This design comes from an exercise in tuning for a short achievable clock period and few clock cycles per item on the open sky130 flow, not from production work. In this exercise RTL edits were held to simulation tests only and were not proved equivalent to the original. Power and IR drop assume default switching activity.

Setup of job 8983:
Design draw_fpv, start of the top module:
module draw_fpv(clock, reset,
                start, done,
                player_pos_x, player_pos_y, player_angle,
                grid_x, grid_y, grid_out,
                vga_x, vga_y, vga_colour, vga_write);
    input clock;
    input reset;
    input start;
    output done;
    input [13:0] player_pos_x;
    input [12:0] player_pos_y;
    input [7:0] player_angle;
    output [5:0] grid_x;
    output [4:0] grid_y;
    input [2:0] grid_out;
    output [7:0] vga_x;
    output [6:0] vga_y;
    output [17:0] vga_colour;
    output vga_write;
    reg [31:0] q;                
    integer i;
    reg [2:0] wp, rp;
    reg [7:0] occ;               
    wire push, pop;
    wire [2:0] push_cell;
    wire push_vert;
    wire room = ~occ[5];
    wire have = occ[0];
    wire [3:0] head = q[{rp, 2'b00} +: 4];
    raytracer rt0 (.clock(clock),
                   .reset(reset),
                   .start(start),
                   .pos_x(player_pos_x),
                   .pos_y(player_pos_y),
                   .angle(player_angle),
                   .grid_x(grid_x),
                   .grid_y(grid_y),
                   .grid_out(grid_out),
                   .room(room),
                   .push(push),
                   .push_cell(push_cell),
                   .push_vert(push_vert));
    draw_vertical_line dvl0 (.clock(clock),
                             .reset(reset),
  ...
For scale: about 87 I/O pins, roughly 8800 um^2 of cells after synthesis.
Settings: LEC_CHECK=0, ABC_CLOCK_PERIOD_IN_PS=1800, CAP_MARGIN=20, CORE_MARGIN=2, CORE_UTILIZATION=40, PLACE_DENSITY=0.6, SETUP_SLACK_MARGIN=2.6, SLEW_MARGIN=20, SYNTH_MEMORY_MAX_BITS=16384; clock period 4.5 ns.
run.sh (not shown) runs the stock make flow with config.mk's settings and CLKGATE_MAP_FILE= SYNTH_SCRIPT=/design/flow/synth_recipe.tcl, a recipe that flattens the netlist after the stock synthesis.
Job 8983 was carried through to the last stage, and its layout satisfied the timing, design-rule and antenna checks.
Testbench counts of job 8983, summed over its fixed seeds: cycles 923,715, frames 64.
diff inputs: job 8983 => job 5867
==> flow/flow/run.sh (new file) <==
#!/bin/bash
# The standard layout (the standard.sh, every step), with the platform's
# full and half adder cells added to DONT_USE_CELLS: synthesis then leaves
# adders as plain gates for abc to map for speed, and no later step places
# an adder cell. Registers are synthesized exactly as in the standard flow.
set -euo pipefail
PLATFORM_CONFIG="$FLOW_HOME/platforms/$FLOW_PLATFORM/config.mk"
# the platform's own list: the words after "export DONT_USE_CELLS +=" up to
# the end of that continued line
PLATFORM_DONT_USE=$(awk '/^export DONT_USE_CELLS/{f=1} f{print} f && !/\\$/{exit}' "$PLATFORM_CONFIG" \
    | sed 's/export DONT_USE_CELLS += //; s/\\//g' | tr -s ' \n' ' ')
ADDERS="sky130_fd_sc_hd__fa_1 sky130_fd_sc_hd__fa_2 sky130_fd_sc_hd__fa_4 sky130_fd_sc_hd__fah_1 sky130_fd_sc_hd__fahcin_1 sky130_fd_sc_hd__fahcon_1 sky130_fd_sc_hd__ha_1 sky130_fd_sc_hd__ha_2 sky130_fd_sc_hd__ha_4"
echo "DONT_USE_CELLS=$PLATFORM_DONT_USE $ADDERS" > dont_use.log
bash standard.sh "DONT_USE_CELLS=$PLATFORM_DONT_USE $ADDERS" finish > standard.log 2>&1
==> flow/standard.sh (new file) <==
#!/bin/bash
# synth_recipe.tcl (not shown) runs the flow's synth.tcl, then flattens the netlist and writes it again
# the make line also repeats each setting of config.mk as NAME=value (left out here)
make -C /OpenROAD-flow-scripts/flow DESIGN_CONFIG=/design/flow/config.mk WORK_HOME=/design/flow/orfs CLKGATE_MAP_FILE= SYNTH_SCRIPT=/design/flow/synth_recipe.tcl "${@:-finish}"
removed: flow/run.sh
==> summary.txt <==
- Number of non-clock buffers in the layout, job 5867 and job 8983: smaller value in job 8983
- Going from job 8983 to job 5867, the initial standard-cell utilization of the core was found to have gone up by 0.40 points.
- In job 5867 the critical path depth turned out 4 lower than in job 8983.
- Job 8983 → job 5867: pin count of the biggest net entering global routing down 27, total track usage down 0.51 points, switching part of the total power down 1.2 points, total cell area at the placement stage down about 6%.
The following lists how job 5906 was set up differently from job 5867:
-- flow/flow/run.sh --
<<< job 5867, line 12
ADDERS="sky130_fd_sc_hd__fa_1 sky130_fd_sc_hd__fa_2 sky130_fd_sc_hd__fa_4 sky130_fd_sc_hd__fah_1 sky130_fd_sc_hd__fahcin_1 sky130_fd_sc_hd__fahcon_1 sky130_fd_sc_hd__ha_1 sky130_fd_sc_hd__ha_2 sky130_fd_sc_hd__ha_4"
echo "DONT_USE_CELLS=$PLATFORM_DONT_USE $ADDERS" > dont_use.log
bash standard.sh "DONT_USE_CELLS=$PLATFORM_DONT_USE $ADDERS" finish > standard.log 2>&1
>>> job 5906, line 12
ADDERS="sky130_fd_sc_hd__fa_1 sky130_fd_sc_hd__fa_2 sky130_fd_sc_hd__fa_4 sky130_fd_sc_hd__fah_1 sky130_fd_sc_hd__fahcin_1 sky130_fd_sc_hd__fahcon_1 sky130_fd_sc_hd__ha_1 sky130_fd_sc_hd__ha_2 sky130_fd_sc_hd__ha_4"
echo "DONT_USE_CELLS=$PLATFORM_DONT_USE $ADDERS" > dont_use.log
bash standard.sh "DONT_USE_CELLS=$PLATFORM_DONT_USE $ADDERS" MATCH_CELL_FOOTPRINT=0 "BUFFER_PORTS_ARGS=-buffer_cell sky130_fd_sc_hd__buf_6" finish > standard.log 2>&1
==> comparison <==
Job 5906: all stages complete, timing, DRC and antenna checks passed
For job 5906, the launching instance or port of the critical path was rt0.an[5]$_DFFE_PP_, unlike job 5867, where it was dvl0.vga_colour[3]$_SDFF_PN0_.
Job 5906 vs job 5867 — number of signal-net buffers in the layout dropped by more than 10%
Job 5867 ended up with sky130_fd_sc_hd__dfxtp_2 as its slowest cell on the critical path; job 5906 ended up with sky130_fd_sc_hd__edfxtp_1.
Comparing job 5867 with job 5906, the clock skew came out essentially unchanged.
Per the comparison of job 5906 with job 5867, all-layer global routing usage went down; minimum hold slack did not really move; count of filler cells inserted in the layout went down; routed wire length did not really move.
From job 5867 to job 5906 the numbers moved as follows: vias after detailed routing lost about 1.4%, clock-pin slew on the worst setup and hold paths neither gained nor lost much, combinational cell fraction of total power lost 0.2 points.

-- what the ideal ports hide --
Ports are ideal in the flow. The routed layouts listed here were re-timed in OpenROAD.
Step 1 assumes that a clkbuf_16 drives the clock port and a buf_2 every other input.
Step 2 also shifts input and output timing later by t, the mid clock arrival at the registers, as if the neighbouring blocks saw the same clock.
Three values: ideal, step 1, step 2; two values: the first two.
run | t, ns | slack for setup (ns) | worst setup path at the end | worst register clock-pin slew, ns | cell pins on the clock port's net
job 8983 | 0.472 | 2.610 / 2.576 / 2.240 | input to register | 0.08 / 0.08 | 1
job 5867 | 0.468 | 2.628 / 2.587 / 2.248 | input to register | 0.07 / 0.07 | 1
job 5906 | 0.466 | 2.677 / 2.640 / 2.502 | input to register | 0.07 / 0.07 | 1
After both steps setup and hold are still met in every run listed. The setup slack of job 5867, which loses most, moves by -0.041 ns with the drivers and by -0.380 ns with both steps.
